This is an optimization exercise on Yosys and OpenROAD, whose aim is small area, not a production implementation. RTL that was checked went through simulation tests only; none was proved equivalent to the original. No functional check of the RTL was part of runs 2 to 6. No activity file was given, so power comes from the tool's default toggle rates.

**flow/config.mk**
```make
export PLATFORM = sky130hd
export DESIGN_NAME = apb_i2c_master
export DESIGN_NICKNAME = apb_i2c_master
export VERILOG_FILES = /design/flow/design.v
export SDC_FILE = /design/flow/constraint.sdc
export NUM_CORES = 4
export LEC_CHECK = 0
export CAP_MARGIN = 20
export CORE_MARGIN = 2
export CORE_UTILIZATION = 40
export SLEW_MARGIN = 20
```
**flow/constraint.sdc**
```tcl
create_clock -name core_clock -period 10.0 [get_ports {pclk}]
set_input_delay 2.0000 -clock core_clock [delete_from_list [all_inputs] [get_ports {pclk}]]
set_output_delay 2.0000 -clock core_clock [all_outputs]
set_load 0.01 [all_outputs]
```
**flow/design.v**
```verilog
module apb_i2c_master #(
  parameter int APB_ADDR_WIDTH = 8,
  parameter int CLK_DIV_WIDTH  = 16
) (
  input  logic                      pclk,
  input  logic                      presetn,
  input  logic [APB_ADDR_WIDTH-1:0] paddr,
  input  logic                      psel,
  input  logic                      penable,
  input  logic                      pwrite,
  input  logic [31:0]               pwdata,
  output logic [31:0]               prdata,
  output logic                      pready,
  output logic                      pslverr,
  input  logic                      scl_i,
  output logic                      scl_o,
  output logic                      scl_oe,
  output logic                      sda_o,
  output logic                      sda_oe,
  input  logic                      sda_i,
  output logic                      irq
);
  localparam logic [2:0] IDLE         = 3'd0;
  localparam logic [2:0] START        = 3'd1;
  localparam logic [2:0] BIT_SEND     = 3'd2;
  localparam logic [2:0] BIT_RECV     = 3'd3;
  localparam logic [2:0] ACK_PHASE    = 3'd4;
  localparam logic [2:0] STOP_WAIT    = 3'd5;
  localparam logic [2:0] STOP_RELEASE = 3'd6;
  localparam logic [2:0] COMPLETE     = 3'd7;
  logic                     en, hold_scl_low;
  logic [CLK_DIV_WIDTH-1:0] clk_div_reg;
  logic [7:0]               txdata_reg;
  logic [7:0]               rxdata_reg;
  logic [4:0]               cmd_reg;
  logic                     tx_buffer_valid;
  logic                     irq_done, irq_err;
  logic [1:0]               irq_en;
  logic st_busy, st_tip, st_rxv, st_txe, st_stretch, st_irqp;
  logic res_nack, res_arb, res_cmderr;
  logic [2:0] state;
  logic       active_stop, active_read, active_ack;
  logic       ack_from_slave;
  logic [8:0] shift_reg;
  logic       scl_drive_low, sda_drive_low;
  logic       error_event, just_accepted, set_rx_valid;
  logic [2:0] scl_filter, sda_filter;
  logic       scl_sync, sda_sync, sda_sync_d;
  logic       bus_busy;
  logic [CLK_DIV_WIDTH-1:0] clk_cnt;
  logic                     scl_tick;
  wire cmd_start = cmd_reg[0];
  wire cmd_stop  = cmd_reg[1];
  wire cmd_read  = cmd_reg[2];
  wire cmd_write = cmd_reg[3];
  wire cmd_ack   = cmd_reg[4];
  wire apb_write = psel & penable & pwrite;
  wire apb_read  = psel & penable & ~pwrite;
  assign pready  = 1'b1;
  assign pslverr = 1'b0;
  assign scl_o   = 1'b0;
  assign sda_o   = 1'b0;
  assign scl_oe  = scl_drive_low;
  assign sda_oe  = sda_drive_low;
  assign irq = ((irq_done & irq_en[0]) | (irq_err & irq_en[1])) & en;
  wire st_idle     = (state == IDLE);
  wire st_complete = (state == COMPLETE);
  wire done_event  = st_complete;
  wire accept      = en & st_idle & (cmd_reg != 5'd0);
  wire accept_event    = just_accepted & ~st_complete;
  wire consume_tx_byte = just_accepted & (state == START || state == BIT_SEND);
  wire res_show = st_idle | just_accepted;
  wire arb_lost = (state == BIT_SEND) & shift_reg[8] & ~sda_sync & (scl_tick ? scl_drive_low : ~scl_drive_low);
  wire ack_sample = (state == ACK_PHASE) & ack_from_slave & scl_tick & scl_drive_low;
  wire wr_ctrl   = apb_write & (paddr == 8'h00);
  wire wr_clkdiv = apb_write & (paddr == 8'h08);
  wire wr_txdata = apb_write & (paddr == 8'h0C);
  wire wr_cmd    = apb_write & (paddr == 8'h14);
  wire wr_irqst  = apb_write & (paddr == 8'h18);
  wire wr_irqen  = apb_write & (paddr == 8'h1C);
  always_ff @(posedge pclk or negedge presetn) begin
    if (!presetn) begin
      scl_filter <= 3'b111;
      sda_filter <= 3'b111;
      scl_sync   <= 1'b1;
      sda_sync   <= 1'b1;
    end else begin
      scl_filter <= {scl_filter[1:0], scl_i};
      sda_filter <= {sda_filter[1:0], sda_i};
      if (&scl_filter)
        scl_sync <= 1'b1;
      else if (~|scl_filter)
        scl_sync <= 1'b0;
      if (&sda_filter)
        sda_sync <= 1'b1;
      else if (~|sda_filter)
        sda_sync <= 1'b0;
    end
  end
  always_ff @(posedge pclk)
    sda_sync_d <= sda_sync;
  wire start_detect = sda_sync_d & ~sda_sync & scl_sync;
  wire stop_detect  = ~sda_sync_d & sda_sync & scl_sync;
  wire hold_for_stretch = ~scl_drive_low & ~scl_sync;
  always_ff @(posedge pclk) begin
    if (!en) begin
      clk_cnt  <= '0;
      scl_tick <= 1'b0;
    end else if (hold_for_stretch) begin
      scl_tick <= 1'b0;
    end else if (st_idle || st_complete || clk_cnt == '0) begin
      clk_cnt  <= clk_div_reg;
      scl_tick <= ~(st_idle || st_complete);
    end else begin
      clk_cnt  <= clk_cnt - 1'b1;
      scl_tick <= 1'b0;
    end
  end
  always_ff @(posedge pclk or negedge presetn) begin
    if (!presetn)
      bus_busy <= 1'b0;
    else if (!en)
      bus_busy <= 1'b0;
    else if (stop_detect)
      bus_busy <= 1'b0;
    else if (start_detect)
      bus_busy <= 1'b1;
  end
  always_ff @(posedge pclk or negedge presetn) begin
    if (!presetn) begin
      en              <= 1'b0;
      hold_scl_low    <= 1'b0;
      clk_div_reg     <= '0;
      txdata_reg      <= '0;
      cmd_reg         <= '0;
      irq_done        <= 1'b0;
      irq_err         <= 1'b0;
      irq_en          <= 2'b01;
    end else begin
      if (wr_ctrl) begin
        en           <= pwdata[0];
        hold_scl_low <= pwdata[2];
      end
      if (wr_clkdiv) clk_div_reg <= pwdata[CLK_DIV_WIDTH-1:0];
      if (wr_txdata) txdata_reg <= pwdata[7:0];
      if (wr_irqen)  irq_en <= pwdata[1:0];
      if (!en)
        cmd_reg <= '0;
      else if (wr_cmd)
        cmd_reg <= pwdata[4:0];
      else if (just_accepted)
        cmd_reg <= '0;
      if (!en)
        irq_done <= 1'b0;
      else if (wr_irqst & pwdata[0])
        irq_done <= 1'b0;
      else if (done_event)
        irq_done <= 1'b1;
      if (!en)
        irq_err <= 1'b0;
      else if (wr_irqst & pwdata[1])
        irq_err <= 1'b0;
      else if (error_event)
        irq_err <= 1'b1;
    end
  end
  always_ff @(posedge pclk) begin
    if (!en)
      tx_buffer_valid <= 1'b0;
    else if (wr_txdata)
      tx_buffer_valid <= 1'b1;
    else if (consume_tx_byte)
      tx_buffer_valid <= 1'b0;
  end
  always_ff @(posedge pclk or negedge presetn) begin
    if (!presetn) begin
      st_busy    <= 1'b0;
      st_tip     <= 1'b0;
      st_rxv     <= 1'b0;
      st_txe     <= 1'b0;
      st_stretch <= 1'b0;
      st_irqp    <= 1'b0;
      res_nack   <= 1'b0;
      res_arb    <= 1'b0;
      res_cmderr <= 1'b0;
    end else begin
      st_txe  <= st_idle & (cmd_reg == 5'd0);
      st_tip  <= ~st_idle & ~st_complete;
      st_busy <= bus_busy;
      st_irqp <= irq;
      if (!en) begin
        st_stretch <= 1'b0;
        st_rxv     <= 1'b0;
        res_nack   <= 1'b0;
        res_cmderr <= 1'b0;
        res_arb    <= 1'b0;
      end else begin
        if (hold_for_stretch)
          st_stretch <= 1'b1;
        else if (done_event)
          st_stretch <= 1'b0;
        if (set_rx_valid)
          st_rxv <= 1'b1;
        else if ((apb_read && paddr == 8'h10) || accept_event)
          st_rxv <= 1'b0;
        if (just_accepted) begin
          res_nack   <= 1'b0;
          res_arb    <= 1'b0;
          res_cmderr <= st_complete;
        end else begin
          if (arb_lost)
            res_arb <= 1'b1;
          if (ack_sample)
            res_nack <= sda_sync;
        end
      end
    end
  end
  always_comb begin
    prdata = '0;
    case (paddr)
      8'h00: begin
        prdata[0] = en;
        prdata[2] = hold_scl_low;
      end
      8'h04: prdata[8:0] = {res_cmderr & res_show, st_irqp, st_stretch, res_arb & res_show,
                            res_nack & res_show, st_txe, st_rxv, st_tip, st_busy};
      8'h08: prdata[CLK_DIV_WIDTH-1:0] = clk_div_reg;
      8'h0C: prdata[7:0] = txdata_reg;
      8'h10: prdata[7:0] = rxdata_reg;
      8'h14: prdata[4:0] = cmd_reg;
      8'h18: prdata[1:0] = {irq_err, irq_done};
      8'h1C: prdata[1:0] = irq_en;
      default: ;
    endcase
  end
  wire wr_or_rd = cmd_write | cmd_read;
  wire illegal  = (cmd_write & cmd_read) | (cmd_ack & ~cmd_read) |
                  (~cmd_start & ~cmd_stop & ~wr_or_rd) | (cmd_start & ~wr_or_rd) |
                  (wr_or_rd & ~tx_buffer_valid);
  wire stop_only = cmd_stop & ~cmd_start & ~wr_or_rd;
  always_ff @(posedge pclk) begin
    if (en) begin
      if (st_idle) begin
        active_stop    <= cmd_stop;
        active_read    <= cmd_read;
        active_ack     <= cmd_ack;
        ack_from_slave <= 1'b1;
        shift_reg      <= {txdata_reg, 1'b1};
      end
      if (state == BIT_SEND && scl_tick && !scl_drive_low)
        shift_reg <= {shift_reg[7:0], 1'b0};
      if (ack_sample)
        shift_reg <= 9'd1;
      if (state == BIT_RECV && scl_tick && scl_drive_low) begin
        shift_reg <= {shift_reg[7:0], sda_sync};
        if (shift_reg[7])
          ack_from_slave <= 1'b0;
      end
    end
  end
  always_ff @(posedge pclk) begin
    just_accepted <= accept;
    set_rx_valid  <= en & (state == BIT_RECV) & scl_tick & scl_drive_low & shift_reg[7];
    error_event   <= en & ((st_idle & (cmd_reg != 5'd0) & illegal) | arb_lost |
                           (ack_sample & sda_sync) |
                           (st_complete & (just_accepted | res_nack | res_arb)));
  end
  always_ff @(posedge pclk or negedge presetn) begin
    if (!presetn) begin
      state         <= IDLE;
      scl_drive_low <= 1'b0;
      sda_drive_low <= 1'b0;
      rxdata_reg    <= 8'h00;
    end else begin
      if (!en) begin
        state         <= IDLE;
        scl_drive_low <= hold_scl_low;
        sda_drive_low <= 1'b0;
      end else begin
        case (state)
          IDLE: begin
            scl_drive_low <= hold_scl_low;
            sda_drive_low <= 1'b0;
            if (cmd_reg != 5'd0) begin
              if (illegal) begin
                state       <= COMPLETE;
              end else if (stop_only) begin
                state <= STOP_WAIT;
              end else if (cmd_start) begin
                state <= START;
              end else begin
                state         <= BIT_SEND;
                scl_drive_low <= 1'b1;
              end
            end
          end
          START: begin
            sda_drive_low <= 1'b1;
            scl_drive_low <= 1'b0;
            if (scl_sync && scl_tick) begin
              state         <= BIT_SEND;
              scl_drive_low <= 1'b1;
            end
          end
          BIT_SEND: begin
            if (scl_tick) begin
              scl_drive_low <= ~scl_drive_low;
              if (!scl_drive_low) begin
                sda_drive_low <= ~shift_reg[7];
              end else if (shift_reg[8] && !sda_sync) begin
                state         <= COMPLETE;
                sda_drive_low <= 1'b0;
                scl_drive_low <= 1'b0;
              end else if (shift_reg[6:0] == 7'd0) begin
                state         <= ACK_PHASE;
                sda_drive_low <= 1'b0;
              end
            end else if (!scl_drive_low && shift_reg[8] && !sda_sync) begin
              state         <= COMPLETE;
              sda_drive_low <= 1'b0;
              scl_drive_low <= 1'b0;
            end
          end
          ACK_PHASE: begin
            if (scl_tick) begin
              scl_drive_low <= ~scl_drive_low;
              if (!scl_drive_low) begin
                if (ack_from_slave || !active_ack)
                  sda_drive_low <= 1'b0;
              end else begin
                if (ack_from_slave && active_read && !sda_sync)
                  state <= BIT_RECV;
                else if (active_stop)
                  state <= STOP_WAIT;
                else
                  state <= COMPLETE;
              end
            end
          end
          BIT_RECV: begin
            if (scl_tick) begin
              scl_drive_low <= ~scl_drive_low;
              if (scl_drive_low) begin
                if (shift_reg[7]) begin
                  rxdata_reg    <= {shift_reg[6:0], sda_sync};
                  state         <= ACK_PHASE;
                  sda_drive_low <= active_ack;
                end
              end else if (shift_reg[7] && !active_ack) begin
                sda_drive_low <= 1'b0;
              end
            end
          end
          STOP_WAIT: begin
            scl_drive_low <= 1'b0;
            sda_drive_low <= 1'b1;
            if (scl_sync)
              state <= STOP_RELEASE;
          end
          STOP_RELEASE: begin
            scl_drive_low <= 1'b0;
            sda_drive_low <= 1'b0;
            state         <= COMPLETE;
          end
          default: begin  
            scl_drive_low <= hold_scl_low;
            sda_drive_low <= 1'b0;
            state         <= IDLE;
          end
        endcase
      end
    end
  end
endmodule
```
**flow/flow/run.sh**
```bash
#!/bin/bash
set -euo pipefail
export BUFFER_PORTS_ARGS="-buffer_cell sky130_fd_sc_hd__buf_1"
export SKIP_REPAIR_TIE_FANOUT=1
export POST_FLOORPLAN_TCL="$PWD/flow/downsize.tcl"
export CTS_ARGS="-sink_clustering_enable -repair_clock_nets -dont_use_dummy_load -buf_list sky130_fd_sc_hd__clkbuf_4 -root_buf sky130_fd_sc_hd__clkbuf_8 -sink_clustering_size 10 -sink_clustering_max_diameter 60"
bash standard.sh > standard.log 2>&1
```
**flow/flow/downsize.tcl**
```tcl
# Swap every combinational cell for the smallest cell of the same function
# (same name stem, other drive strength). Registers, tie, tap and clock
# cells are left alone; later repair steps size up whatever timing, slew or
# capacitance needs.
proc my_downsize {} {
  set block [ord::get_db_block]
  set db [ord::get_db]
  set swapped 0
  set saved 0.0
  foreach inst [$block getInsts] {
    set name [[$inst getMaster] getName]
    if { ![regexp {^(sky130_fd_sc_hd__([a-z0-9]+))_([0-9]+)$} $name -> stem fn drv] } { continue }
    if { [regexp {^(df|edf|sdf|dl|conb|tap|fill|decap|clk|lpflow|probe|diode)} $fn] } { continue }
    set cur [get_lib_cells */$name]
    if { $cur == "" } { continue }
    set best $name
    set best_area [get_property $cur area]
    foreach d {0 1 2 3 4 6 8 12 16} {
      set cand "${stem}_$d"
      if { $cand == $name } { continue }
      set lc [get_lib_cells -quiet */$cand]
      if { $lc == "" } { continue }
      if { [get_property $lc dont_use] } { continue }
      set a [get_property $lc area]
      if { $a < $best_area - 1e-6 } {
        set best $cand
        set best_area $a
      }
    }
    if { $best != $name } {
      set saved [expr { $saved + [get_property $cur area] - $best_area }]
      replace_cell [$inst getName] [get_lib_cells */$best]
      incr swapped
    }
  }
  puts "my_downsize: swapped $swapped cells, saved [format %.1f $saved] um2"
}
my_downsize
```
**flow/standard.sh**
```bash
#!/bin/bash
# synth_recipe.tcl (not shown) runs the flow's synth.tcl, then flattens the netlist and writes it again
# the make line also repeats each setting of config.mk as NAME=value (left out here)
make -C /OpenROAD-flow-scripts/flow DESIGN_CONFIG=/design/flow/config.mk WORK_HOME=/design/flow/orfs CLKGATE_MAP_FILE= SYNTH_SCRIPT=/design/flow/synth_recipe.tcl "${@:-finish}"
```
==> results of run 1 <==
## power groups by stage
stage / Clock, mW / Sequential, mW / Combinational [mW]
after floorplan: 0 / 0.551 / 0.397
after global placement: 0 / 0.604 / 0.410
after detailed placement: 0 / 0.606 / 0.423
after CTS: 0.212 / 0.599 / 0.424
after global routing: 0.225 / 0.615 / 0.484
final: 0.206 / 0.604 / 0.425
## final cells by class
class	count	area [sq um]	area share [%]
repair buffers	53	213	3.81
clock buffers	9	124	2.22
multi-input cells	373	2480	44.4
inverters	14	52.6	0.941
flip-flops and latches	101	2490	44.7
well taps	176	220	3.95
## through the flow
step	cell area (sq um)	setup slack, ps	hold slack [ps]	cells	utilization (%)
after floorplan	5370	4490	354	538	-
after global placement	5440	3650	356	716	41.3
after detailed placement	5450	3800	357	717	41.3
after CTS	5570	3800	371	726	42.3
after global routing	5580	3640	373	726	42.3
final	5580	3770	370	726	42.3
## cell usage in the layout (no fill, tap or decap), types with 5 or more instances in the layout
master	n
dfrtp_1	57
buf_1	48
nor2_1	37
mux2_2	35
o21ai_0	30
nand2_1	28
a21oi_1	28
nor3_1	26
dfxtp_1	22
nand3_1	21
mux2i_1	18
inv_1	13
edfxtp_1	13
and2_1	11
nor4_1	10
or3_1	9
a22oi_1	9
a31oi_1	9
clkbuf_8	9
dfstp_2	9
or4_1	8
nor2b_1	7
o211ai_1	6
nand3b_1	6
and3_1	5
## cells by family after synthesis
group	after synthesis	share of synthesized area, %
DFF	101	46.5
other	2	0.140
xor gates and xnor gates	1	0.163
adders and majority gates	3	0.700
muxes	53	10.7
buffers and inverters	64	6.41
AOI/OAI and AO/OA	122	15.4
and+or+nand+nor	192	20.0
## path summary, 6_finish.rpt
| path | start | endpoint | slack, ps | depth (start not counted) |
|---|---|---|---|---|
| max | paddr[5] | prdata[5] | 3770 | 7 |
| min | sda_filter[1] | sda_filter[2] | 370 | 0 |
| max reg2reg | clk_cnt[0] | clk_cnt[10] | 6950 | 7 |
| min reg2reg | sda_filter[1] | sda_filter[2] | 370 | 0 |
| max in group asynchronous | presetn | st_stretch | 7600 | 2 |
| min in group asynchronous | presetn | rxdata_reg[0] | 1800 | 2 |
## per-layer routing
metal  up-vias  GRT usage (%)  share of wire, %
li1       2017              -                 -
met1      2148           28.4                46
met2       175           29.2                45
met3        27           1.90               6.3
met4         0           8.97               3.2
met5         -              0                 0
==> flow_metrics.env, run 1 <==
export IMPL_status="no timing/DRC/antenna violations"
export IMPL_cts_buffers=9
export IMPL_clkPwrFrac_pct=16.7
export IMPL_hold_viol_final=0
export IMPL_dr_pass1_iters=5
export IMPL_fin_crit_sh_pct=62.3
export IMPL_path_clk_slew_ps=80
export IMPL_vias_per_cell=6.02
export IMPL_ys_seq_elements=101
export IMPL_fmax_mhz=161
export IMPL_period_needed_ps=6230
export IMPL_max_slew_margin_rel_pct=27.4
export IMPL_total_power_mw=1.23
export IMPL_yosys_top_cells_count="57 x dfrtp_1, 37 x nor2_1, 35 x mux2_2"
export IMPL_synth_top_cell_area_share_pct=26.6
export IMPL_vias=4367
export IMPL_num_fill_cells=1285
export IMPL_path_class="in2out"
export IMPL_post_cts_buffers=0
export IMPL_critPathMaxFanout=6
export IMPL_seq_area_frac_synth_pct=46.5
export IMPL_crit_family="simple AND/OR/NAND/NOR gates"
export IMPL_avgRoutedWirePerCell_um=18.6
export IMPL_cts_root_buf="clkbuf_8"
export IMPL_h_tree_depth=3
export IMPL_drive_above_1_share_pct=12.5
export IMPL_worst_hold_path_type="reg2reg"
export IMPL_first_global_vias=4021
export IMPL_cp_end_kind="output pin"
export IMPL_synth_edf_count=13
export IMPL_ant_nets=0
export IMPL_nNetsFinal=602
export IMPL_cp_slowest_cell="or4b_2"
export IMPL_internal_power_mw=0.757
export IMPL_ctsHoldBuffers=0
export IMPL_switching_share_pct=38.7
export IMPL_critPathLaunchType="input pin"
export IMPL_cts_tree="done"
export IMPL_leakage_nw=2.26
export IMPL_grt_max_degree=67
export IMPL_finalWirelength_mm=13.5
export IMPL_worst_pin_slew_ps=1080
export IMPL_ys_async_sr_fraction_pct=65.3
export IMPL_syn_inst=538
export IMPL_io_buffers=49
export IMPL_p_per_area_nw_per_um2=221
export IMPL_ys_types=71
export IMPL_max_stage_delay_ps=730
export IMPL_rsz0062_at_grt="no"
export IMPL_critical_path_cell_chain="buf_1, or4b_2, nor3_1, buf_2, a22o_1, a221o_1, buf_1"
export IMPL_synth_most_common_cell="dfrtp_1"
export IMPL_synth_area_leaders="dfrtp_1 27%, dfxtp_1 8.2%, mux2_2 7.3%, edfxtp_1 7.3%, dfstp_2 4.4%"
export IMPL_setup_viol=0
export IMPL_row_count=42
export IMPL_ir_drop_v=0.000104
export IMPL_synth_area_per_cell_sq_um=9.97
export IMPL_cap_violations=0
export IMPL_grtUsageTotal_pct=19.5
export IMPL_synthFlopType="dfrtp_1"
export IMPL_setup_tns_ps=0
export IMPL_p_seq_share_pct=48.9
export IMPL_syn_nets=588
export IMPL_worstPathArrival_ps=4230
export IMPL_cp_buffers_inverters=3
export IMPL_path_common_cell="buf_1"
export IMPL_cts_sinks=101
export IMPL_drv_slew=0
export IMPL_p_switching_mw=0.478
export IMPL_yosys_warnings=1
export IMPL_hpwl_mm=9.69
export IMPL_die_area_sq_um=14400
export IMPL_cts_repair_resized=0
export IMPL_die_w_um=120
export IMPL_die_y_um=120
export IMPL_grt_overflow_total=0
export IMPL_yosysTopAreaCell="dfrtp_1"
export IMPL_clockBufferDepth=2
export IMPL_core_sq_um=13200
export IMPL_clkLatencyLatePin_ps=370
export IMPL_syn_to_final_growth_pct=4.01
export IMPL_drc_errors=0
export IMPL_grt_pass1_wl_mm=21.9
export IMPL_power_frac_comb_pct=34.4
export IMPL_drtIter0Drc=391
export IMPL_gp_congestion=0.905
export IMPL_synth_cell_area_sq_um=5370
export IMPL_antenna_found_initial=0
export IMPL_clock_skew_final_ps=23.0
export IMPL_ios=86
export IMPL_crit_required_ps=8000
export IMPL_initial_utilization_pct=40.7
export IMPL_antenna_cells=0
==> run 2, diff against run 1 <==
--- a/flow/design.v
+++ b/flow/design.v
@@ -33,4 +33,5 @@
   logic [7:0]               txdata_reg;
   logic [7:0]               rxdata_reg;
+  logic                     clk_div_set, txdata_set, rxdata_set;
   logic [4:0]               cmd_reg;
   logic                     tx_buffer_valid;
@@ -110,5 +111,5 @@
       scl_tick <= 1'b0;
     end else if (st_idle || st_complete || clk_cnt == '0) begin
-      clk_cnt  <= clk_div_reg;
+      clk_cnt  <= clk_div_set ? clk_div_reg : '0;
       scl_tick <= ~(st_idle || st_complete);
     end else begin
@@ -131,6 +132,6 @@
       en              <= 1'b0;
       hold_scl_low    <= 1'b0;
-      clk_div_reg     <= '0;
-      txdata_reg      <= '0;
+      clk_div_set     <= 1'b0;
+      txdata_set      <= 1'b0;
       cmd_reg         <= '0;
       irq_done        <= 1'b0;
@@ -142,6 +143,6 @@
         hold_scl_low <= pwdata[2];
       end
-      if (wr_clkdiv) clk_div_reg <= pwdata[CLK_DIV_WIDTH-1:0];
-      if (wr_txdata) txdata_reg <= pwdata[7:0];
+      if (wr_clkdiv) clk_div_set <= 1'b1;
+      if (wr_txdata) txdata_set <= 1'b1;
       if (wr_irqen)  irq_en <= pwdata[1:0];
       if (!en)
@@ -166,4 +167,8 @@
   end
   always_ff @(posedge pclk) begin
+    if (wr_clkdiv) clk_div_reg <= pwdata[CLK_DIV_WIDTH-1:0];
+    if (wr_txdata) txdata_reg <= pwdata[7:0];
+  end
+  always_ff @(posedge pclk) begin
     if (!en)
       tx_buffer_valid <= 1'b0;
@@ -226,7 +231,7 @@
       8'h04: prdata[8:0] = {res_cmderr & res_show, st_irqp, st_stretch, res_arb & res_show,
                             res_nack & res_show, st_txe, st_rxv, st_tip, st_busy};
-      8'h08: prdata[CLK_DIV_WIDTH-1:0] = clk_div_reg;
-      8'h0C: prdata[7:0] = txdata_reg;
-      8'h10: prdata[7:0] = rxdata_reg;
+      8'h08: if (clk_div_set) prdata[CLK_DIV_WIDTH-1:0] = clk_div_reg;
+      8'h0C: if (txdata_set) prdata[7:0] = txdata_reg;
+      8'h10: if (rxdata_set) prdata[7:0] = rxdata_reg;
       8'h14: prdata[4:0] = cmd_reg;
       8'h18: prdata[1:0] = {irq_err, irq_done};
@@ -260,4 +265,7 @@
     end
   end
+  always_ff @(posedge pclk)
+    if (en && state == BIT_RECV && scl_tick && scl_drive_low && shift_reg[7])
+      rxdata_reg <= {shift_reg[6:0], sda_sync};
   always_ff @(posedge pclk) begin
     just_accepted <= accept;
@@ -272,5 +280,5 @@
       scl_drive_low <= 1'b0;
       sda_drive_low <= 1'b0;
-      rxdata_reg    <= 8'h00;
+      rxdata_set    <= 1'b0;
     end else begin
       if (!en) begin
@@ -344,5 +352,5 @@
               if (scl_drive_low) begin
                 if (shift_reg[7]) begin
-                  rxdata_reg    <= {shift_reg[6:0], sda_sync};
+                  rxdata_set    <= 1'b1;
                   state         <= ACK_PHASE;
                   sda_drive_low <= active_ack;
==> flow_metrics.env, run 2 <==
export IMPL_met1_usage_pct=28.0
export IMPL_antenna_found_initial=0
export IMPL_r2r_slack_ps=6960
export IMPL_yosys_top_cells_count="53 x nand2_1, 45 x edfxtp_1, 44 x nor2_1"
export IMPL_worst_hold_path_type="reg2reg"
export IMPL_ant_nets=0
export IMPL_max_slew_margin_rel_pct=24.7
export IMPL_core_sq_um=13200
export IMPL_synth_edf_count=45
export IMPL_finalWirelength_mm=13.8
export IMPL_yosysTopAreaCell="edfxtp_1"
export IMPL_dp_cells=721
export IMPL_ys_types=63
export IMPL_syn_to_final_growth_pct=4.35
export IMPL_io_buffers=49
export IMPL_die_area_sq_um=14400
export IMPL_dr_pass1_iters=5
export IMPL_r2r_end="clk_cnt[14]"
export IMPL_h_tree_depth=3
export IMPL_nNetsFinal=607
export IMPL_cts_repair_resized=0
export IMPL_place_ws_ps=3910
export IMPL_die_w_um=120
export IMPL_gp_congestion=0.947
export IMPL_max_stage_delay_ps=760
export IMPL_drv_slew=0
export IMPL_cap_violations=0
export IMPL_cp_buffers_inverters=2
export IMPL_grtUsageTotal_pct=19.8
export IMPL_rsz0062_at_grt="no"
export IMPL_hpwl_mm=10.0
export IMPL_avgRoutedWirePerCell_um=18.9
export IMPL_postLayoutSetupSlackWorst_ps=3840
export IMPL_seq_area_frac_synth_pct=50.8
export IMPL_r2r_cells=6
export IMPL_cts_sinks=104
export IMPL_first_global_vias=4055
export IMPL_worst_pin_slew_ps=1130
export IMPL_yosys_warnings=1
export IMPL_num_fill_cells=1258
export IMPL_post_cts_buffers=0
export IMPL_hold_viol_final=0
export IMPL_cts_tree="done"
export IMPL_p_per_area_nw_per_um2=125
export IMPL_use_met2_pct=30.5
export IMPL_drtIter0Drc=350
export IMPL_path_class="in2out"
export IMPL_clockBufferDepth=2
export IMPL_synth_most_common_cell="nand2_1"
export IMPL_status="no timing/DRC/antenna violations"
export IMPL_layout_common_cells="53 x nand2_1, 48 x buf_1, 45 x edfxtp_1, 44 x nor2_1, 32 x a21oi_1"
export IMPL_leakage_nw=1.94
export IMPL_grt_busiest_layer="met2"
export IMPL_clock_skew_final_ps=19.2
export IMPL_critical_path_cell_chain="buf_1, nor4_1, nand3_1, nor2_1, a22oi_1, nand3_1, buf_1"
export IMPL_fmax_mhz=162
export IMPL_hold_worst_slack_ps=369
export IMPL_grt_use_met3_pct=2.99
export IMPL_fin_crit_sh_pct=61.6
export IMPL_synth_top_cell_area_share_pct=25.1
export IMPL_final_core_util_pct=42.5
export IMPL_cp_end_kind="output pin"
export IMPL_grt_overflow_total=0
export IMPL_layoutNonFillerInstCount=730
export IMPL_hold_depth=0
export IMPL_cp_depth=7
export IMPL_ctsHoldBuffers=0
export IMPL_crit_required_ps=8000
export IMPL_critPathLaunchType="input pin"
export IMPL_path_clk_slew_ps=80
export IMPL_synth_area_per_cell_sq_um=10.0
export IMPL_vias_per_cell=5.89
export IMPL_worstPathArrival_ps=4160
export IMPL_critPathMaxFanout=8
export IMPL_ios=86
export IMPL_cts_buffers=9
export IMPL_ir_drop_v=0.0000855
export IMPL_crit_path_end="prdata[0]"
export IMPL_row_count=42
export IMPL_synth_area_leaders="edfxtp_1 25%, dfrtp_1 13%, dfxtp_1 8.2%, dfstp_2 4.4%, nand2_1 3.7%"
export IMPL_setup_tns_ps=0
export IMPL_cts_root_buf="clkbuf_8"
export IMPL_synthFlopType="edfxtp_1"
export IMPL_initial_utilization_pct=40.8
export IMPL_die_y_um=120
export IMPL_period_needed_ps=6160
export IMPL_grt_pass1_wl_mm=22.1
export IMPL_ys_async_sr_fraction_pct=35.6
export IMPL_setup_viol=0
export IMPL_ys_seq_elements=104
export IMPL_synth_cell_area_sq_um=5380
export IMPL_timing_rr_start="state[0]"
export IMPL_cp_slowest_cell="nor4_1"
export IMPL_clkLatencyLatePin_ps=370
export IMPL_syn_nets=588
export IMPL_syn_inst=537
export IMPL_vias=4302
export IMPL_grt_max_degree=38
export IMPL_layout_commonest_cell="nand2_1"
export IMPL_crit_start="paddr[3]"
export IMPL_crit_family="simple AND/OR/NAND/NOR gates"
export IMPL_drive_above_1_share_pct=6.68
export IMPL_antenna_cells=0
export IMPL_drc_errors=0
## run 2: changes by cell type in the layout (fill, tap and decap cells not counted), moves of 5 or more
cell / delta
edfxtp_1: +32
mux2_2: -30
dfrtp_1: -29
nand2_1: +25
nor3_1: -13
and2_1: -8
nand2b_1: +8
nor2_1: +7
a32o_1: +5
and3_1: +5
nand3_1: -5
## run 2: logic make-up (layout without fill, tap and decap cells)
| logic type | after synthesis | in the layout | synth area share (%) |
|---|---|---|---|
| AO/OA/AOI/OAI | 137 | 137 | 17.0 |
| adder cells (fa/ha/maj) | 4 | 4 | 0.931 |
| multiplexers | 21 | 21 | 4.03 |
| AND/OR/NAND/NOR | 201 | 201 | 20.5 |
| buffers and inverters | 66 | 83 | 6.28 |
| XOR/XNOR | 2 | 2 | 0.326 |
| flip-flops | 104 | 104 | 50.8 |
| other | 2 | 2 | 0.140 |
## run 2: power by group
group / switching [mW] / internal, mW / leakage (nW) / total (mW)
logic: 0.0279 / 0.0114 / 0.811 / 0.0393
registers: 0.00692 / 0.449 / 1.06 / 0.456
clock network: 0.127 / 0.0811 / 0.0647 / 0.208
total: 0.162 / 0.542 / 1.94 / 0.704
## run 2: worst min path at each step
stage	start	endpoint	slack, ps
after global routing	sda_filter[1]	sda_filter[2]	380
after CTS	sda_filter[1]	sda_filter[2]	370
after global placement	sda_filter[1]	sda_filter[2]	360
after floorplan	scl_filter[1]	scl_filter[2]	350
final	sda_filter[1]	sda_filter[2]	370
after detailed placement	sda_filter[1]	sda_filter[2]	360
## run 2: layout make-up
cell class	count	area [sq um]	share of cell area (%)
sequential	104	2730	48.7
multi-input combinational	367	2230	39.8
timing repair buffer	56	238	4.24
tap	176	220	3.93
clock buffer	9	124	2.21
inverter	18	67.6	1.20
## run 2: metal layers
metal / wire length [um] / up-vias
met5: 0 / -
met3: 872 / 25
met4: 351 / 0
met1: 6130 / 2098
met2: 6440 / 174
li1: - / 2005
## run 2: metrics by stage
| stage | total power [mW] | instance area, sq um |
|---|---|---|
| 2_1_floorplan | 0.491 | 5380 |
| 3_3_place_gp | 0.503 | 5490 |
| 3_5_place_dp | 0.504 | 5490 |
| 4_1_cts | 0.708 | 5610 |
| 5_1_grt | 0.732 | 5610 |
| 6_report | 0.704 | 5610 |
==> run 3, diff against run 2 <==
==> flow/flow/run.sh (replaced) <==
#!/bin/bash
# Standard ORFS layout (the standard.sh) with:
#  - the standard synthesis, whose combinational logic is then re-mapped for
#    area by Yosys/ABC (registers untouched, see flow/resyn.ys);
#  - the smallest drive strength for every logic cell after floorplan, the
#    later repair steps sizing up what timing, slew or capacitance need;
#  - buf_1 port buffers, one tie cell per level, no dummy clock loads.
set -euo pipefail
W=$PWD
R=$W/orfs/results/sky130hd/apb_i2c_master/base
LIB=$FLOW_HOME/platforms/sky130hd/lib/sky130_fd_sc_hd__tt_025C_1v80.lib
bash standard.sh synth > synth.log 2>&1
cp $R/1_2_yosys.v $W/standard_1_2_yosys.v
DU=""
for c in $(sed -n '/^export DONT_USE_CELLS/,/^$/p' $FLOW_HOME/platforms/sky130hd/config.mk | grep -o 'sky130_fd_sc_hd__[a-z0-9_]*'); do DU="$DU -dont_use $c"; done
sed -e "s|@LIB@|$LIB|g" -e "s|@NETLIST@|$W/standard_1_2_yosys.v|" -e "s|@DONTUSE@|$DU|" \
    -e "s|@ABC@|$W/flow/resyn.abc|" -e "s|@OUT@|$W/resyn_1_2_yosys.v|" flow/resyn.ys > $W/resyn_run.ys
yosys -s $W/resyn_run.ys > resyn.log 2>&1
cp $W/resyn_1_2_yosys.v $R/1_2_yosys.v
touch $R/1_2_yosys.v
export BUFFER_PORTS_ARGS="-buffer_cell sky130_fd_sc_hd__buf_1"
export SKIP_REPAIR_TIE_FANOUT=1
export POST_FLOORPLAN_TCL="$W/flow/downsize.tcl"
export CTS_ARGS="-sink_clustering_enable -repair_clock_nets -dont_use_dummy_load -buf_list sky130_fd_sc_hd__clkbuf_4 -root_buf sky130_fd_sc_hd__clkbuf_8 -sink_clustering_size 10 -sink_clustering_max_diameter 60"
bash standard.sh > standard.log 2>&1
==> flow/flow/resyn.abc (new file) <==
strash
dc2
&get -n
&dch -f
&nf -R 1000 -a
&put
strash
dc2
&get -n
&dch -f
&nf -R 1000 -a
&put
==> flow/flow/resyn.ys (new file) <==
# Re-map the standard synthesis's logic for area. The registers and tie
# cells are kept as they are (same instances, names and cell types); only
# the combinational cells between them are re-mapped.
read_liberty -ignore_miss_func @LIB@
read_verilog @NETLIST@
hierarchy -top apb_i2c_master
setattr -mod -set keep_hierarchy 1 sky130_fd_sc_hd__df* sky130_fd_sc_hd__edf* sky130_fd_sc_hd__conb*
flatten
delete t:$scopeinfo
opt -purge
abc -liberty @LIB@ @DONTUSE@ -script @ABC@
tee -o resyn_stat.txt stat -liberty @LIB@
# the mapped cells as the library's black boxes again
read_liberty -lib -overwrite @LIB@
setundef -zero
splitnets
opt_clean -purge
hilomap -singleton -hicell sky130_fd_sc_hd__conb_1 HI -locell sky130_fd_sc_hd__conb_1 LO
opt_clean -purge
check -assert
write_verilog -noattr -nohex -nodec @OUT@
==> flow_metrics.env, run 3 <==
export IMPL_status="no timing/DRC/antenna violations"
export IMPL_dr_pass1_iters=5
export IMPL_first_global_vias=3689
export IMPL_met1_usage_pct=29.5
export IMPL_grt_max_degree=38
export IMPL_grt_overflow_total=0
export IMPL_antenna_found_initial=0
export IMPL_grt_pass1_wl_mm=19.6
export IMPL_cts_tree="done"
export IMPL_internal_power_mw=0.544
export IMPL_die_y_um=112
export IMPL_grt_busiest_layer="met1"
export IMPL_switching_share_pct=23.5
export IMPL_avgRoutedWirePerCell_um=18.8
export IMPL_syn_nets=485
export IMPL_num_fill_cells=1135
export IMPL_grt_use_met3_pct=2.67
export IMPL_cts_buffers=9
export IMPL_cts_repair_resized=0
export IMPL_p_per_area_nw_per_um2=138
export IMPL_ant_nets=0
export IMPL_cts_sinks=104
export IMPL_fin_crit_sh_pct=61.9
export IMPL_hpwl_mm=8.51
export IMPL_drv_slew=0
export IMPL_timing_rr_start="clk_cnt[2]"
export IMPL_cp_end_kind="output pin"
export IMPL_setup_viol=0
export IMPL_syn_inst=438
export IMPL_critPathLaunchType="input pin"
export IMPL_row_count=39
export IMPL_fmax_mhz=162
export IMPL_path_clk_slew_ps=80
export IMPL_leakage_nw=1.78
export IMPL_die_area_sq_um=12500
export IMPL_ctsHoldBuffers=0
export IMPL_gp_congestion=0.859
export IMPL_power_frac_comb_pct=5.6
export IMPL_yosys_warnings=1
export IMPL_hold_worst_slack_ps=376
export IMPL_layout_common_cells="48 x buf_1, 45 x nor2_1, 45 x edfxtp_1, 44 x nand2_1, 33 x o21ai_0"
export IMPL_p_seq_share_pct=64.5
export IMPL_crit_start="paddr[0]"
export IMPL_p_switching_mw=0.167
export IMPL_critPathMaxFanout=11
export IMPL_ios=86
export IMPL_initial_utilization_pct=40.8
export IMPL_setup_tns_ps=0
export IMPL_clkLatencyLatePin_ps=380
export IMPL_h_tree_depth=3
export IMPL_io_buffers=49
export IMPL_final_core_util_pct=45.3
export IMPL_path_class="in2out"
export IMPL_drtIter0Drc=307
export IMPL_grtUsageTotal_pct=20.0
export IMPL_die_w_um=112
export IMPL_clockBufferDepth=2
export IMPL_clkPwrFrac_pct=30.0
export IMPL_cap_violations=0
export IMPL_rsz0062_at_grt="no"
export IMPL_worst_pin_slew_ps=994
export IMPL_crit_required_ps=8000
export IMPL_hold_viol_final=0
export IMPL_ir_drop_v=0.0000575
export IMPL_drive_above_1_share_pct=4.61
export IMPL_vias=3799
export IMPL_vias_per_cell=5.92
export IMPL_finalWirelength_mm=12.1
export IMPL_synth_cell_area_sq_um=4640
export IMPL_cts_root_buf="clkbuf_8"
export IMPL_core_sq_um=11400
export IMPL_layout_commonest_cell="buf_1"
export IMPL_max_slew_margin_rel_pct=33.5
export IMPL_nNetsFinal=548
export IMPL_worst_hold_path_type="reg2reg"
export IMPL_post_cts_buffers=0
export IMPL_drc_errors=0
export IMPL_use_met2_pct=29.4
export IMPL_min_from="scl_filter[0]"
export IMPL_antenna_cells=0
export IMPL_synth_area_per_cell_sq_um=10.6
export IMPL_period_needed_ps=6190
export IMPL_syn_to_final_growth_pct=11.1
export IMPL_clock_skew_final_ps=25.9
export IMPL_worstPathArrival_ps=4190
run 3: cell types whose count changed in the layout (fill, tap and decap cells not counted), moves of 8 or more:
cell     before  now
nand2_1      53   44
nor3_1       13   21
a21oi_1      32   22
inv_1        17    0
nor2b_1       4   14
mux2i_1      16    8
run 3: power groups by stage:
stage | Sequential, mW | Clock (mW) | Combinational (mW)
floorplan | 0.464 | 0 | 0.0224
global route | 0.459 | 0.226 | 0.0448
global placement | 0.467 | 0 | 0.0382
CTS | 0.458 | 0.215 | 0.0397
finish | 0.458 | 0.213 | 0.0395
detailed placement | 0.467 | 0 | 0.0393
run 3: worst paths after layout:
kind	slack [ps]	depth (start not counted)	end
worst max-delay path	3810	7	prdata[4]
worst min-delay path	380	0	scl_filter[1]
worst max register to register	6250	10	clk_cnt[6]
worst min register to register	380	0	scl_filter[1]
max in group asynchronous	7600	1	clk_div_set
min in group asynchronous	1780	1	st_rxv
run 3: worst max-delay path, stage by stage:
cell and delay [ps]:
buf_1 90, nor3_1 580, nand2_1 290, nor2_1 680, a32oi_1 240, nand2_1 140, buf_1 160
run 3: cell type report:
cell class	count	area, sq um	share of cell area [%]
Tap cell	143	179	3.47
Inverter	4	15.0	0.291
Sequential cell	104	2730	52.9
Clock buffer	9	124	2.40
Multi-Input combinational cell	330	1900	36.9
Timing Repair Buffer	52	208	4.03
run 3: metrics by stage:
stage,worst slack [ps],cells,power (mW),instance area (sq um)
after CTS,3740,642,0.713,5150
after detailed placement,3740,633,0.507,5030
after global placement,3730,633,0.505,5030
after global routing,3490,642,0.730,5150
final,3810,642,0.711,5150
after floorplan,4740,438,0.487,4640
run 3: routing by layer:
metal  up-vias  part of all wire, %
li1       1784                    -
met1      1864                   48
met2       132                   44
met3        19                  5.8
met4         0                  2.3
met5         -                    0
==> run 4, diff against run 3 <==
--- a/flow/design.v
+++ b/flow/design.v
@@ -42,8 +42,9 @@
   logic [2:0] state;
   logic       active_stop, active_read, active_ack;
-  logic       ack_from_slave;
   logic [8:0] shift_reg;
+  wire        ack_from_slave = shift_reg[8];
+  wire        set_rx_valid = (state == ACK_PHASE) & ~shift_reg[8] & shift_reg[7];
   logic       scl_drive_low, sda_drive_low;
-  logic       error_event, just_accepted, set_rx_valid;
+  logic       error_event, just_accepted;
   logic [2:0] scl_filter, sda_filter;
   logic       scl_sync, sda_sync, sda_sync_d;
@@ -251,16 +252,14 @@
         active_read    <= cmd_read;
         active_ack     <= cmd_ack;
-        ack_from_slave <= 1'b1;
         shift_reg      <= {txdata_reg, 1'b1};
       end
-      if (state == BIT_SEND && scl_tick && !scl_drive_low)
+      if (state == BIT_SEND && scl_tick && (!scl_drive_low || shift_reg[6:0] == 7'd0))
         shift_reg <= {shift_reg[7:0], 1'b0};
       if (ack_sample)
         shift_reg <= 9'd1;
-      if (state == BIT_RECV && scl_tick && scl_drive_low) begin
+      if (state == BIT_RECV && scl_tick && scl_drive_low && !shift_reg[7])
         shift_reg <= {shift_reg[7:0], sda_sync};
-        if (shift_reg[7])
-          ack_from_slave <= 1'b0;
-      end
+      if (set_rx_valid)
+        shift_reg[7] <= 1'b0;
     end
   end
@@ -270,5 +269,4 @@
   always_ff @(posedge pclk) begin
     just_accepted <= accept;
-    set_rx_valid  <= en & (state == BIT_RECV) & scl_tick & scl_drive_low & shift_reg[7];
     error_event   <= en & ((st_idle & (cmd_reg != 5'd0) & illegal) | arb_lost |
                            (ack_sample & sda_sync) |
==> flow_metrics.env, run 4 <==
export IMPL_multi_input_area_sq_um=1860
export IMPL_timing_rr_start="clk_cnt[1]"
export IMPL_crit_start="paddr[1]"
export IMPL_p_per_area_nw_per_um2=137
export IMPL_post_cts_buffers=0
export IMPL_gp_congestion=0.846
export IMPL_max_slew_margin_rel_pct=34.0
export IMPL_layout_commonest_cell="nand2_1"
export IMPL_layoutNonFillerInstCount=640
export IMPL_status="no timing/DRC/antenna violations"
export IMPL_ir_drop_v=0.0000675
export IMPL_seq_area_sq_um=2680
export IMPL_clock_skew_final_ps=26.5
export IMPL_vias_per_cell=5.83
export IMPL_worstPathArrival_ps=4100
export IMPL_path_common_cell="buf_1"
export IMPL_clockBufferDepth=2
export IMPL_dp_cells=631
export IMPL_fmax_mhz=164
export IMPL_drtIter0Drc=241
export IMPL_leakage_nw=1.81
export IMPL_cts_tree="done"
export IMPL_period_needed_ps=6100
export IMPL_worst_pin_slew_ps=987
export IMPL_min_from="sda_filter[1]"
export IMPL_fin_crit_sh_pct=61.0
export IMPL_cts_root_buf="clkbuf_8"
export IMPL_grt_pass1_wl_mm=18.9
export IMPL_synth_area_per_cell_sq_um=10.4
export IMPL_syn_inst=437
export IMPL_final_core_util_pct=46.3
export IMPL_ctsHoldBuffers=0
export IMPL_max_stage_delay_ps=830
export IMPL_setup_tns_ps=0
export IMPL_setup_viol=0
export IMPL_die_area_sq_um=12300
export IMPL_avgRoutedWirePerCell_um=18.6
export IMPL_path_clk_slew_ps=110
export IMPL_dpl_cell_area_sq_um=4960
export IMPL_core_sq_um=11000
export IMPL_clkLatencyLatePin_ps=370
export IMPL_crit_family="simple AND/OR/NAND/NOR gates"
export IMPL_path_class="in2out"
export IMPL_drc_errors=0
export IMPL_first_global_vias=3482
export IMPL_nNetsFinal=549
export IMPL_hold_viol_final=0
export IMPL_hold_worst_slack_ps=381
export IMPL_syn_nets=484
export IMPL_die_w_um=111
export IMPL_cp_slowest_cell="nor2_1"
export IMPL_cts_repair_resized=0
export IMPL_worst_hold_path_type="reg2reg"
export IMPL_dr_pass1_iters=5
export IMPL_rsz0062_at_grt="no"
export IMPL_grtUsageTotal_pct=19.3
export IMPL_yosys_warnings=1
export IMPL_critPathLaunchType="input pin"
export IMPL_critical_path_cell_chain="buf_1, nor3_1, nand3b_1, nor2_1, and2_0, a222oi_1, nand2_1, buf_1"
export IMPL_cts_buffers=9
export IMPL_cap_violations=0
export IMPL_syn_to_final_growth_pct=11.6
export IMPL_fin_area_sq_um=5080
export IMPL_antenna_cells=0
export IMPL_critPathMaxFanout=13
export IMPL_cp_end_kind="output pin"
export IMPL_total_power_mw=0.696
export IMPL_initial_utilization_pct=41.5
export IMPL_grt_overflow_total=0
export IMPL_ant_nets=0
export IMPL_postLayoutSetupSlackWorst_ps=3900
export IMPL_drv_slew=0
export IMPL_layout_common_cells="55 x nand2_1, 48 x buf_1, 44 x edfxtp_1, 35 x nor2_1, 35 x o21ai_0"
export IMPL_h_tree_depth=3
export IMPL_row_count=38
export IMPL_die_y_um=111
export IMPL_synth_cell_area_sq_um=4560
export IMPL_place_ws_ps=3880
export IMPL_crit_required_ps=8000
export IMPL_cts_sinks=102
export IMPL_antenna_found_initial=0
export IMPL_io_buffers=49
export IMPL_grt_max_degree=49
export IMPL_hpwl_mm=8.40
export IMPL_vias=3734
export IMPL_ios=86
export IMPL_cp_buffers_inverters=2
export IMPL_drive_above_1_share_pct=5.00
export IMPL_finalWirelength_mm=11.9
export IMPL_num_fill_cells=1054
## run 4: power breakdown
part	internal, mW	total (mW)	switching, mW
logic	0.00978	0.0378	0.0280
clock network	0.0812	0.209	0.128
registers	0.442	0.449	0.00718
total	0.533	0.696	0.163
## run 4: cell type report
class	count	area share (%)
Sequential cell	102	52.7
Inverter	6	0.443
Tap cell	140	3.44
Multi-Input combinational cell	329	36.6
Clock buffer	9	2.44
Timing Repair Buffer	54	4.38
## run 4: worst reg2reg max path: cells and delay by family, from the launching register on
kind	cells	cell delay (ps)
AO/OA/AOI/OAI	2	320
AND/OR/NAND/NOR	12	2980
flip-flops	1	340
## run 4: worst paths after layout
kind                       slack, ps  cells after the start       endpoint
min                              380                      0  sda_filter[2]
max in group asynchronous       7620                      1         st_rxv
max reg2reg                     6270                     14     clk_cnt[8]
min in group asynchronous       1760                      1       state[1]
max                             3900                      8      prdata[6]
min reg2reg                      380                      0  sda_filter[2]
## run 4: per-layer routing
metal  global-route usage (%)  vias up  wire (um)
met5                        0        -          0
li1                         -     1784          -
met3                     3.01       16        739
met1                     29.1     1803       5830
met4                     7.17        0        217
met2                     28.1      131       5130
==> run 5, diff against run 4 <==
--- a/flow/config.mk
+++ b/flow/config.mk
@@ -8,4 +8,5 @@
 export CAP_MARGIN = 20
 export CORE_MARGIN = 2
-export CORE_UTILIZATION = 40
+export CORE_UTILIZATION = 65
+export PLACE_DENSITY = 0.8
 export SLEW_MARGIN = 20
==> flow_metrics.env, run 5 <==
export IMPL_status="no timing/DRC/antenna violations"
export IMPL_path_common_cell="buf_1"
export IMPL_setup_viol=0
export IMPL_antenna_found_initial=0
export IMPL_syn_to_final_growth_pct=10.2
export IMPL_cts_tree="done"
export IMPL_ant_nets=0
export IMPL_syn_nets=484
export IMPL_p_per_area_nw_per_um2=138
export IMPL_layout_common_cells="55 x nand2_1, 48 x buf_1, 44 x edfxtp_1, 35 x nor2_1, 35 x o21ai_0"
export IMPL_cap_violations=0
export IMPL_drive_above_1_share_pct=4.81
export IMPL_post_cts_buffers=0
export IMPL_drtIter0Drc=375
export IMPL_critical_path_cell_chain="buf_1, nor3_1, nand3b_1, nor2_1, and2_0, a222oi_1, nand2_1, buf_1"
export IMPL_leakage_nw=1.81
export IMPL_cts_repair_resized=0
export IMPL_drv_slew=0
export IMPL_max_slew_margin_rel_pct=27.1
export IMPL_clock_skew_final_ps=25.7
export IMPL_clkLatencyLatePin_ps=370
export IMPL_h_tree_depth=3
export IMPL_gp_congestion=0.900
export IMPL_final_core_util_pct=73.9
export IMPL_synth_cell_area_sq_um=4560
export IMPL_cts_root_buf="clkbuf_8"
export IMPL_critPathLaunchType="input pin"
export IMPL_fmax_mhz=164
export IMPL_fin_crit_sh_pct=61.0
export IMPL_finalWirelength_mm=11.3
export IMPL_path_clk_slew_ps=90
export IMPL_period_needed_ps=6100
export IMPL_syn_inst=437
export IMPL_nNetsFinal=548
export IMPL_layout_commonest_cell="nand2_1"
export IMPL_vias=3922
export IMPL_drc_errors=0
export IMPL_ir_drop_v=0.000110
export IMPL_core_sq_um=6790
export IMPL_num_fill_cells=492
export IMPL_grtUsageTotal_pct=31.2
export IMPL_ctsHoldBuffers=0
export IMPL_fin_area_sq_um=5020
export IMPL_dp_cells=586
export IMPL_multi_input_area_sq_um=1860
export IMPL_die_y_um=87.7
export IMPL_grt_max_degree=49
export IMPL_dpl_cell_area_sq_um=4900
export IMPL_ios=86
export IMPL_initial_utilization_pct=67.1
export IMPL_dr_pass1_iters=5
export IMPL_worst_hold_path_type="reg2reg"
export IMPL_hold_viol_final=0
export IMPL_cts_buffers=9
export IMPL_yosys_warnings=1
export IMPL_path_class="in2out"
export IMPL_clockBufferDepth=2
export IMPL_avgRoutedWirePerCell_um=19.0
export IMPL_worst_pin_slew_ps=1080
export IMPL_row_count=30
export IMPL_first_global_vias=3574
export IMPL_hpwl_mm=8.11
export IMPL_cp_slowest_cell="nor2_1"
export IMPL_setup_tns_ps=0
export IMPL_worstPathArrival_ps=4100
export IMPL_max_stage_delay_ps=790
export IMPL_crit_required_ps=8000
export IMPL_rsz0062_at_grt="no"
export IMPL_grt_pass1_wl_mm=18.0
export IMPL_seq_area_sq_um=2680
export IMPL_layoutNonFillerInstCount=595
export IMPL_die_area_sq_um=7700
export IMPL_antenna_cells=0
export IMPL_cp_end_kind="output pin"
export IMPL_die_w_um=87.7
export IMPL_synth_area_per_cell_sq_um=10.4
export IMPL_grt_overflow_total=0
export IMPL_cts_sinks=102
export IMPL_critPathMaxFanout=13
export IMPL_io_buffers=49
export IMPL_vias_per_cell=6.59
## run 5: report_power, final
| part | total (mW) | internal (mW) | switching (mW) |
|---|---|---|---|
| Sequential | 0.449 | 0.442 | 0.00775 |
| Combinational | 0.0380 | 0.00978 | 0.0282 |
| Clock | 0.204 | 0.0810 | 0.123 |
| Total | 0.691 | 0.533 | 0.159 |
## run 5: layout make-up
| cell class | instances | area share (%) |
|---|---|---|
| Multi-Input combinational cell | 329 | 37.1 |
| Clock buffer | 9 | 2.47 |
| Inverter | 6 | 0.448 |
| Sequential cell | 102 | 53.3 |
| Tap cell | 96 | 2.39 |
| Timing Repair Buffer | 53 | 4.28 |
## run 5: per-stage QoR
stage	hold WS [ps]	setup slack, ps	total power [mW]
final	379	3900	0.691
after global routing	387	3690	0.710
after CTS	381	3920	0.692
after detailed placement	367	3930	0.496
after global placement	363	4030	0.494
after floorplan	360	4320	0.476
## run 5: final timing paths
path                            endpoint  cells past startpoint          start  slack, ps
setup / recovery               prdata[6]                      8       paddr[1]       3900
hold / removal             scl_filter[1]                      0  scl_filter[0]        380
setup reg to reg              clk_cnt[8]                     14     clk_cnt[1]       6140
hold reg to reg            scl_filter[1]                      0  scl_filter[0]        380
max in group asynchronous         st_txe                      1        presetn       7650
min in group asynchronous       bus_busy                      1        presetn       1750
## run 5: routing by layer
metal | up-vias | track usage [%] | share of wire (%)
met5 | - | 0 | 0
met4 | 0 | 9.37 | 1.6
met3 | 14 | 5.75 | 8.8
met2 | 219 | 48.0 | 46
met1 | 1913 | 45.7 | 44
li1 | 1776 | - | -
## run 5: worst max-delay path: cells and delay by family
kind	cells	cell delay [ps]
simple gates	5	1730
buf+inv	2	220
compound gates	1	150
==> run 6, diff against run 5 <==
--- a/flow/design.v
+++ b/flow/design.v
@@ -105,17 +105,19 @@
   wire stop_detect  = ~sda_sync_d & sda_sync & scl_sync;
   wire hold_for_stretch = ~scl_drive_low & ~scl_sync;
+  logic                     cnt_clear;
+  logic [CLK_DIV_WIDTH:0]   cnt_borrow;
+  logic [CLK_DIV_WIDTH-1:0] cnt_dec;
+  wire  cnt_run = en & ~hold_for_stretch;
+  assign cnt_borrow[0] = cnt_run;
+  for (genvar i = 0; i < CLK_DIV_WIDTH; i++) begin : g_cnt
+    assign cnt_borrow[i+1] = cnt_borrow[i] & ~clk_cnt[i];
+    assign cnt_dec[i]      = clk_cnt[i] ^ cnt_borrow[i];
+  end
+  wire  cnt_zero = cnt_borrow[CLK_DIV_WIDTH] | (cnt_run & cnt_clear);
+  wire  cnt_load = cnt_run & (st_idle | st_complete | cnt_zero);
   always_ff @(posedge pclk) begin
-    if (!en) begin
-      clk_cnt  <= '0;
-      scl_tick <= 1'b0;
-    end else if (hold_for_stretch) begin
-      scl_tick <= 1'b0;
-    end else if (st_idle || st_complete || clk_cnt == '0) begin
-      clk_cnt  <= clk_div_set ? clk_div_reg : '0;
-      scl_tick <= ~(st_idle || st_complete);
-    end else begin
-      clk_cnt  <= clk_cnt - 1'b1;
-      scl_tick <= 1'b0;
-    end
+    cnt_clear <= ~en | (cnt_load ? ~clk_div_set : cnt_clear);
+    scl_tick  <= cnt_zero & ~st_idle & ~st_complete;
+    clk_cnt   <= cnt_load ? clk_div_reg : cnt_dec;
   end
   always_ff @(posedge pclk or negedge presetn) begin
==> flow_metrics.env, run 6 <==
export IMPL_syn_nets=460
export IMPL_critPathMaxFanout=15
export IMPL_yosys_warnings=1
export IMPL_min_from="sda_filter[1]"
export IMPL_leakage_nw=1.82
export IMPL_r2r_cells=12
export IMPL_worstPathArrival_ps=3980
export IMPL_postLayoutSetupSlackWorst_ps=4020
export IMPL_place_ws_ps=4060
export IMPL_clockBufferDepth=2
export IMPL_drc_errors=0
export IMPL_dr_pass1_iters=7
export IMPL_grt_overflow_total=0
export IMPL_path_clk_slew_ps=90
export IMPL_cts_sinks=103
export IMPL_cts_root_buf="clkbuf_8"
export IMPL_gp_congestion=0.894
export IMPL_synth_area_per_cell_sq_um=10.8
export IMPL_vias=3691
export IMPL_fin_crit_sh_pct=59.8
export IMPL_r2r_end="clk_cnt[12]"
export IMPL_critPathLaunchType="input pin"
export IMPL_drtIter0Drc=420
export IMPL_seq_area_sq_um=2700
export IMPL_timing_rr_start="scl_drive_low"
export IMPL_clkLatencyLatePin_ps=360
export IMPL_syn_to_final_growth_pct=9.80
export IMPL_p_per_area_nw_per_um2=153
export IMPL_antenna_cells=0
export IMPL_grt_pass1_wl_mm=17.1
export IMPL_setup_tns_ps=0
export IMPL_worst_pin_slew_ps=1020
export IMPL_ir_drop_v=0.000113
export IMPL_hpwl_mm=7.64
export IMPL_cap_violations=0
export IMPL_hold_viol_final=0
export IMPL_die_w_um=86.8
export IMPL_setup_viol=0
export IMPL_layout_common_cells="48 x buf_1, 46 x nor2_1, 44 x edfxtp_1, 36 x nand2_1, 35 x a21oi_1"
export IMPL_cts_buffers=9
export IMPL_synth_cell_area_sq_um=4460
export IMPL_r2r_slack_ps=4570
export IMPL_clock_skew_final_ps=20.9
export IMPL_die_area_sq_um=7540
export IMPL_nNetsFinal=523
export IMPL_first_global_vias=3389
export IMPL_ios=86
export IMPL_num_fill_cells=487
export IMPL_cts_repair_resized=0
export IMPL_h_tree_depth=3
export IMPL_finalWirelength_mm=10.7
export IMPL_path_class="in2out"
export IMPL_rsz0062_at_grt="no"
export IMPL_ctsHoldBuffers=0
export IMPL_drive_above_1_share_pct=4.85
export IMPL_syn_inst=413
export IMPL_layout_commonest_cell="buf_1"
export IMPL_post_cts_buffers=0
export IMPL_grt_max_degree=38
export IMPL_fmax_mhz=167
export IMPL_avgRoutedWirePerCell_um=19.3
export IMPL_die_y_um=86.8
export IMPL_cp_end_kind="output pin"
export IMPL_grtUsageTotal_pct=30.3
export IMPL_crit_required_ps=8000
export IMPL_row_count=30
export IMPL_antenna_found_initial=0
export IMPL_max_slew_margin_rel_pct=31.8
export IMPL_drv_slew=0
export IMPL_holdPathEnd="sda_filter[2]"
export IMPL_hold_depth=0
export IMPL_cts_tree="done"
export IMPL_core_sq_um=6720
export IMPL_worst_hold_path_type="reg2reg"
export IMPL_ant_nets=0
export IMPL_period_needed_ps=5980
export IMPL_io_buffers=49
export IMPL_initial_utilization_pct=66.3
export IMPL_vias_per_cell=6.66
export IMPL_status="no timing/DRC/antenna violations"
export IMPL_multi_input_area_sq_um=1720
==> run 6: power breakdown <==
part           total (mW)  switching (mW)  internal, mW
Combinational      0.0565          0.0305        0.0260
Clock               0.202           0.121        0.0810
Sequential          0.488          0.0216         0.467
==> run 6: how the worst max path moves through the flow <==
| stage | startpoint | slack [ps] | to |
|---|---|---|---|
| final | paddr[5] | 4020 | prdata[6] |
| after global routing | paddr[4] | 3850 | prdata[6] |
| after CTS | paddr[4] | 4050 | prdata[6] |
| after detailed placement | paddr[4] | 4060 | prdata[6] |
| after global placement | paddr[5] | 4100 | prdata[3] |
| after floorplan | paddr[5] | 4700 | prdata[3] |
==> run 6: stage by stage <==
step / utilization (%) / std cells / instance area [sq um] / power (mW) / hold slack [ps]
final: 72.8 / 554 / 4890 / 0.746 / 375
after detailed placement: 71.0 / 545 / 4770 / 0.553 / 364
after CTS: 72.8 / 554 / 4890 / 0.747 / 369
after floorplan: - / 413 / 4460 / 0.530 / 360
after global placement: 71.0 / 545 / 4770 / 0.546 / 363
after global routing: 72.8 / 554 / 4890 / 0.772 / 377
==> run 6: layout make-up <==
class,count,share of cell area (%)
inverter,11,0.844
clock buffer,9,2.53
sequential,103,55.2
tap,80,2.05
timing repair buffer,52,4.24
multi-input combinational,299,35.2
==> run 6: critical path, cell delays in order <==
cell and delay (ps):
buf_1 80, nor4_1 620, nor2b_1 240, and3_1 560, a222oi_1 210, nand2_1 110, buf_1 150
==> run 6: metal layers <==
layer / global-route usage, % / routed length, um / vias up
met5: 0 / 0 / -
li1: - / - / 1674
met1: 43.3 / 4440 / 1769
met3: 8.19 / 1030 / 25
met4: 9.23 / 203 / 0
met2: 45.8 / 5020 / 223
==> run 7, diff against run 6 <==
--- a/flow/design.v
+++ b/flow/design.v
@@ -334,8 +334,5 @@
             if (scl_tick) begin
               scl_drive_low <= ~scl_drive_low;
-              if (!scl_drive_low) begin
-                if (ack_from_slave || !active_ack)
-                  sda_drive_low <= 1'b0;
-              end else begin
+              if (scl_drive_low) begin
                 if (ack_from_slave && active_read && !sda_sync)
                   state <= BIT_RECV;
@@ -356,6 +353,4 @@
                   sda_drive_low <= active_ack;
                 end
-              end else if (shift_reg[7] && !active_ack) begin
-                sda_drive_low <= 1'b0;
               end
             end
==> flow_metrics.env, run 7 <==
export IMPL_syn_to_final_growth_pct=9.69
export IMPL_ctsHoldBuffers=0
export IMPL_hold_viol_final=0
export IMPL_synth_cell_area_sq_um=4430
export IMPL_crit_start="paddr[7]"
export IMPL_cts_root_buf="clkbuf_8"
export IMPL_leakage_nw=1.83
export IMPL_p_per_area_nw_per_um2=240
export IMPL_post_cts_buffers=0
export IMPL_hpwl_mm=7.44
export IMPL_r2r_cells=11
export IMPL_worstPathArrival_ps=3800
export IMPL_max_slew_margin_rel_pct=36.3
export IMPL_io_buffers=49
export IMPL_layout_commonest_cell="nor2_1"
export IMPL_clkLatencyLatePin_ps=380
export IMPL_row_count=30
export IMPL_power_frac_comb_pct=27.6
export IMPL_grt_max_degree=38
export IMPL_grt_use_met3_pct=3.71
export IMPL_r2r_end="clk_cnt[0]"
export IMPL_clock_skew_final_ps=42.1
export IMPL_drtIter0Drc=305
export IMPL_path_clk_slew_ps=90
export IMPL_h_tree_depth=3
export IMPL_status="no timing/DRC/antenna violations"
export IMPL_drc_errors=0
export IMPL_die_w_um=86.6
export IMPL_die_y_um=86.6
export IMPL_vias_per_cell=6.53
export IMPL_fin_crit_sh_pct=58.0
export IMPL_ios=86
export IMPL_ant_nets=0
export IMPL_ir_drop_v=0.000117
export IMPL_cts_tree="done"
export IMPL_gp_congestion=0.913
export IMPL_drive_above_1_share_pct=4.71
export IMPL_finalWirelength_mm=10.3
export IMPL_grt_busiest_layer="met2"
export IMPL_yosys_warnings=1
export IMPL_syn_nets=454
export IMPL_fmax_mhz=172
export IMPL_core_sq_um=6680
export IMPL_cts_sinks=103
export IMPL_grtUsageTotal_pct=29.0
export IMPL_initial_utilization_pct=66.3
export IMPL_postLayoutSetupSlackWorst_ps=4200
export IMPL_worst_hold_path_type="reg2reg"
export IMPL_period_needed_ps=5800
export IMPL_crit_path_end="prdata[4]"
export IMPL_p_seq_share_pct=55.0
export IMPL_nNetsFinal=516
export IMPL_layout_common_cells="51 x nor2_1, 48 x buf_1, 44 x edfxtp_1, 38 x nand2_1, 34 x a21oi_1"
export IMPL_vias=3573
export IMPL_dr_pass1_iters=6
export IMPL_critPathMaxFanout=7
export IMPL_clockBufferDepth=2
export IMPL_grt_overflow_total=0
export IMPL_setup_viol=0
export IMPL_cts_buffers=9
export IMPL_place_ws_ps=4200
export IMPL_cts_repair_resized=0
export IMPL_die_area_sq_um=7490
export IMPL_grt_pass1_wl_mm=16.5
export IMPL_internal_power_mw=0.753
export IMPL_path_class="in2out"
export IMPL_timing_rr_start="en"
export IMPL_drv_slew=0
export IMPL_setup_tns_ps=0
export IMPL_first_global_vias=3267
export IMPL_p_switching_mw=0.413
export IMPL_synth_area_per_cell_sq_um=10.9
export IMPL_worst_pin_slew_ps=954
export IMPL_switching_share_pct=35.4
export IMPL_antenna_cells=0
export IMPL_critPathLaunchType="input pin"
export IMPL_syn_inst=407
export IMPL_r2r_slack_ps=4590
export IMPL_avgRoutedWirePerCell_um=18.9
export IMPL_crit_required_ps=8000
export IMPL_met1_usage_pct=42.4
export IMPL_cap_violations=0
export IMPL_antenna_found_initial=0
export IMPL_cp_end_kind="output pin"
export IMPL_use_met2_pct=44.1
export IMPL_rsz0062_at_grt="no"
export IMPL_clkPwrFrac_pct=17.5
run 7: cell type report:
class	instances	area, sq um
clock buffer	9	124
fill	490	1820
inverter	7	26.3
multi-input combinational	297	1710
sequential	103	2700
tap	80	100
timing repair buffer	51	200
run 7: how the worst min path moves through the flow:
stage                     depth (start not counted)     startpoint       endpoint  slack (ps)
after floorplan                                   0  sda_filter[0]  sda_filter[1]         360
after global placement                            0  sda_filter[1]  sda_filter[2]         360
after detailed placement                          0  sda_filter[1]  sda_filter[2]         370
after CTS                                         0  sda_filter[1]  sda_filter[2]         380
after global routing                              0  scl_filter[0]  scl_filter[1]         390
final                                             0  sda_filter[0]  sda_filter[1]         380
run 7: through the flow:
stage | hold WS (ps) | total power [mW] | cells | cell area [sq um] | util [%]
floorplan | 360 | 0.861 | 407 | 4430 | -
global placement | 363 | 0.944 | 538 | 4730 | 70.9
detailed placement | 366 | 0.962 | 538 | 4730 | 70.9
CTS | 380 | 1.16 | 547 | 4860 | 72.7
global route | 389 | 1.23 | 547 | 4860 | 72.7
finish | 378 | 1.17 | 547 | 4860 | 72.7
run 7: power by group through the flow:
stage	Clock (mW)	Sequential (mW)	Combinational, mW
after detailed placement	0	0.645	0.317
final	0.204	0.640	0.321
after CTS	0.204	0.637	0.318
after global placement	0	0.641	0.304
after global routing	0.218	0.654	0.361
after floorplan	0	0.617	0.245
run 7: critical path, cell delays in order:
cell      delay, ps
buf_1            70
nor3_1          220
nand2_1         110
nor2_1          380
and2_0          420
o21a_1          240
a222oi_1         90
nand2_1         110
buf_1           160
run 7: metal layers:
layer	part of all wire, %	wire, um	up-vias
met5	0	0	-
met4	3.2	334	0
met3	8.5	875	33
met2	45	4690	198
met1	43	4420	1688
li1	-	-	1654

==> what the ideal ports hide <==
The results above use ideal ports. As a check the final layouts listed here were re-extracted and re-timed, cells and wires unchanged.
Step 1: set_driving_cell puts a clkbuf_16 on pclk and a buf_2 on each other input, an assumption about the parent block.
Step 2 moves the port delays by t, midway between the first and last clock arrival at a register: inputs arrive t later, outputs are due t later. That takes back most of the time a late clock gives input paths.
Slacks: no drivers / after step 1 / after step 2; pairs: no drivers / after step 1.
run | shift t [ns] | setup slack, ns | slew at the worst register clock pin (ns) | pins driven straight from the clock port
run 1 | 0.395 | 3.771 / 3.750 / 3.750 | 0.10 / 0.10 | 1
run 2 | 0.398 | 3.835 / 3.811 / 3.811 | 0.10 / 0.10 | 1
run 3 | 0.399 | 3.812 / 3.792 / 3.792 | 0.11 / 0.11 | 1
run 4 | 0.392 | 3.895 / 3.874 / 3.874 | 0.11 / 0.11 | 1
run 5 | 0.388 | 3.904 / 3.884 / 3.884 | 0.10 / 0.10 | 1
run 6 | 0.380 | 4.022 / 4.002 / 4.002 | 0.09 / 0.09 | 1
run 7 | 0.386 | 4.198 / 4.175 / 4.175 | 0.11 / 0.11 | 1
After both steps every run listed still meets setup and hold. For run 2, which loses most, drivers alone change the setup slack by -0.024 ns; drivers and shift together by -0.024 ns.
